From an optimization exercise on the open Yosys and OpenROAD flow, aimed at small area and a short achievable clock period; shortcuts taken in it are not production practice.
In this exercise RTL edits were held to simulation tests only and were not proved equivalent to the original.
Power and IR drop assume default switching activity.

// matrix_convol
module matrix_convol #(parameter m=9, f=3) (clk, rst, a, b, stride, out, done);
input clk, rst;
input [7:0] a, b;
input [3:0] stride;
output reg [15:0] out;
output reg done;
localparam [1:0] S_IDLE = 2'd0, S_LOAD = 2'd1, S_MAC = 2'd2, S_STEP = 2'd3;
reg [1:0] state;
reg [3:0] lr;       
reg [3:0] lc;       
reg [2:0] cc, cr;   
reg       ov;       
reg [3:0] strd;     
reg       upd;      
reg [647:0] xq;     
reg [71:0]  hq;     
reg [8:0]  rs;      
reg [1:0]  r, c;    
reg [7:0]  xr, hr;  
reg [15:0] ps, pc;  
reg [15:0] acc;
wire ld_st   = (state == S_LOAD);
wire mac_st  = (state == S_MAC);
wire step_st = (state == S_STEP);
wire last_e  = (lc == 4'd8);
integer R, j;
always @(posedge clk) begin
    for (R = 0; R < 9; R = R + 1) begin
        for (j = 1; j < 9; j = j + 1)
            xq[(9*R+j)*8 +: 8] <= xq[(9*R+j-1)*8 +: 8];
        if (ld_st && lr == R)
            xq[(9*R)*8 +: 8] <= ~a;
        else
            xq[(9*R)*8 +: 8] <= xq[(9*R+8)*8 +: 8];
    end
    for (j = 1; j < 9; j = j + 1)
        hq[j*8 +: 8] <= hq[(j-1)*8 +: 8];
    if (ld_st && lr == 4'd0)
  ...
Size: about 830 flip-flops, ~39 I/O pins.
==> flow/config.mk <==
export PLATFORM = sky130hd
export DESIGN_NAME = matrix_convol
export DESIGN_NICKNAME = matrix_convol
export VERILOG_FILES = /design/flow/design.v
export SDC_FILE = /design/flow/constraint.sdc
export NUM_CORES = 4
export LEC_CHECK = 0
export CAP_MARGIN = 20
export CORE_MARGIN = 2
export CORE_UTILIZATION = 40
export CTS_BUF_LIST = sky130_fd_sc_hd__clkbuf_8
export CTS_CLUSTER_DIAMETER = 60
export CTS_CLUSTER_SIZE = 20
export SLEW_MARGIN = 20
==> flow/constraint.sdc <==
create_clock -name core_clock -period 11.0 [get_ports {clk}]
set_input_delay 2.2000 -clock core_clock [delete_from_list [all_inputs] [get_ports {clk}]]
set_output_delay 2.2000 -clock core_clock [all_outputs]
set_load 0.01 [all_outputs]
standard.sh (not shown) runs the stock make flow with config.mk's settings and CLKGATE_MAP_FILE= SYNTH_SCRIPT=/design/flow/synth_recipe.tcl, a recipe that flattens the netlist after the stock synthesis.
==> flow/flow/run.sh <==
#!/bin/bash
# The standard layout (the standard.sh, every step unchanged), with the
# ports buffered by a plain buffer (buf_2) and a clock tree without dummy
# loads, with clkbuf_16 at its root and upper level and clkbuf_8 at its leaves.
set -euo pipefail
export BUFFER_PORTS_ARGS="-buffer_cell sky130_fd_sc_hd__buf_2"
export CTS_ARGS="-sink_clustering_enable -repair_clock_nets -sink_clustering_size 20 -sink_clustering_max_diameter 60 -buf_list sky130_fd_sc_hd__clkbuf_8 -root_buf sky130_fd_sc_hd__clkbuf_16 -dont_use_dummy_load"
bash standard.sh > standard.log 2>&1
==> next run, changes <==
==> flow/flow/run.sh (replaced) <==
#!/bin/bash
# The standard layout (the standard.sh, every step unchanged), with the
# ports buffered by a plain buffer (buf_4) and a clock tree without dummy
# loads, with clkbuf_16 at its root and upper level and clkbuf_8 at its
# leaves; timing repair aims at a 3.05 ns period.
set -euo pipefail
export BUFFER_PORTS_ARGS="-buffer_cell sky130_fd_sc_hd__buf_4"
export CTS_ARGS="-sink_clustering_enable -repair_clock_nets -sink_clustering_size 20 -sink_clustering_max_diameter 60 -buf_list sky130_fd_sc_hd__clkbuf_8 -root_buf sky130_fd_sc_hd__clkbuf_16 -dont_use_dummy_load"
export SETUP_SLACK_MARGIN=7.95
bash standard.sh > standard.log 2>&1
Wire length stays flat.
Worst setup slack gets better by 47 ps.
Via count is higher slightly.
Die area does not change.
Flip-flop and latch count stays the same.
Clock power stays flat.
Maximum frequency increases slightly.
Cell area came out higher slightly.
==> next run, changes <==
==> flow/flow/run.sh (replaced) <==
#!/bin/bash
# The standard layout (the standard.sh, every step unchanged), with the
# ports buffered by a plain buffer (buf_4) and a clock tree without dummy
# loads, with clkbuf_16 at its root and upper level and clkbuf_8 at its leaves.
set -euo pipefail
export BUFFER_PORTS_ARGS="-buffer_cell sky130_fd_sc_hd__buf_4"
export CTS_ARGS="-sink_clustering_enable -repair_clock_nets -sink_clustering_size 20 -sink_clustering_max_diameter 60 -buf_list sky130_fd_sc_hd__clkbuf_8 -root_buf sky130_fd_sc_hd__clkbuf_16 -dont_use_dummy_load"
bash standard.sh > standard.log 2>&1
Settings changed: ABC_AREA set to 1.
Result:
- The changed run ran to the end with no violations
- core utilization drops by 0.12 points
- clock-buffer cell count falls by 1
- sequential cell count is unchanged
- final area rises by about 0.7%
- wire length went up by 8.6%

[afterwards: timing with drivers on the ports]
How much do the figures lean on ideal ports? The routed layouts below were timed once more, with nothing changed but the port constraints.
Step 1 sets driving cells, clkbuf_16 on the clock port and buf_2 on the other inputs (assumed; they add their load-dependent delay and slew).
Step 2, shift: input delay + t, output delay - t, t = (earliest + latest rising clock arrival at the registers) / 2. This alone moves slack from input paths to output paths.
a / b / c = no drivers / after step 1 / after step 2; a / b = the first two.
run	t (ns)	setup slack, ns	hold WS [ns]	clock arrival spread, ns	worst slew at a driven data input, ns
the first run	0.588	7.758 / 7.702 / 7.984	0.248 / 0.248 / 0.248	0.114 / 0.113	0.08
the second run	0.597	7.805 / 7.745 / 8.056	0.268 / 0.268 / 0.268	0.119 / 0.119	0.08
the third run	0.591	7.777 / 7.721 / 8.084	0.268 / 0.268 / 0.268	0.137 / 0.137	0.09
After both steps every run listed still meets setup and hold.
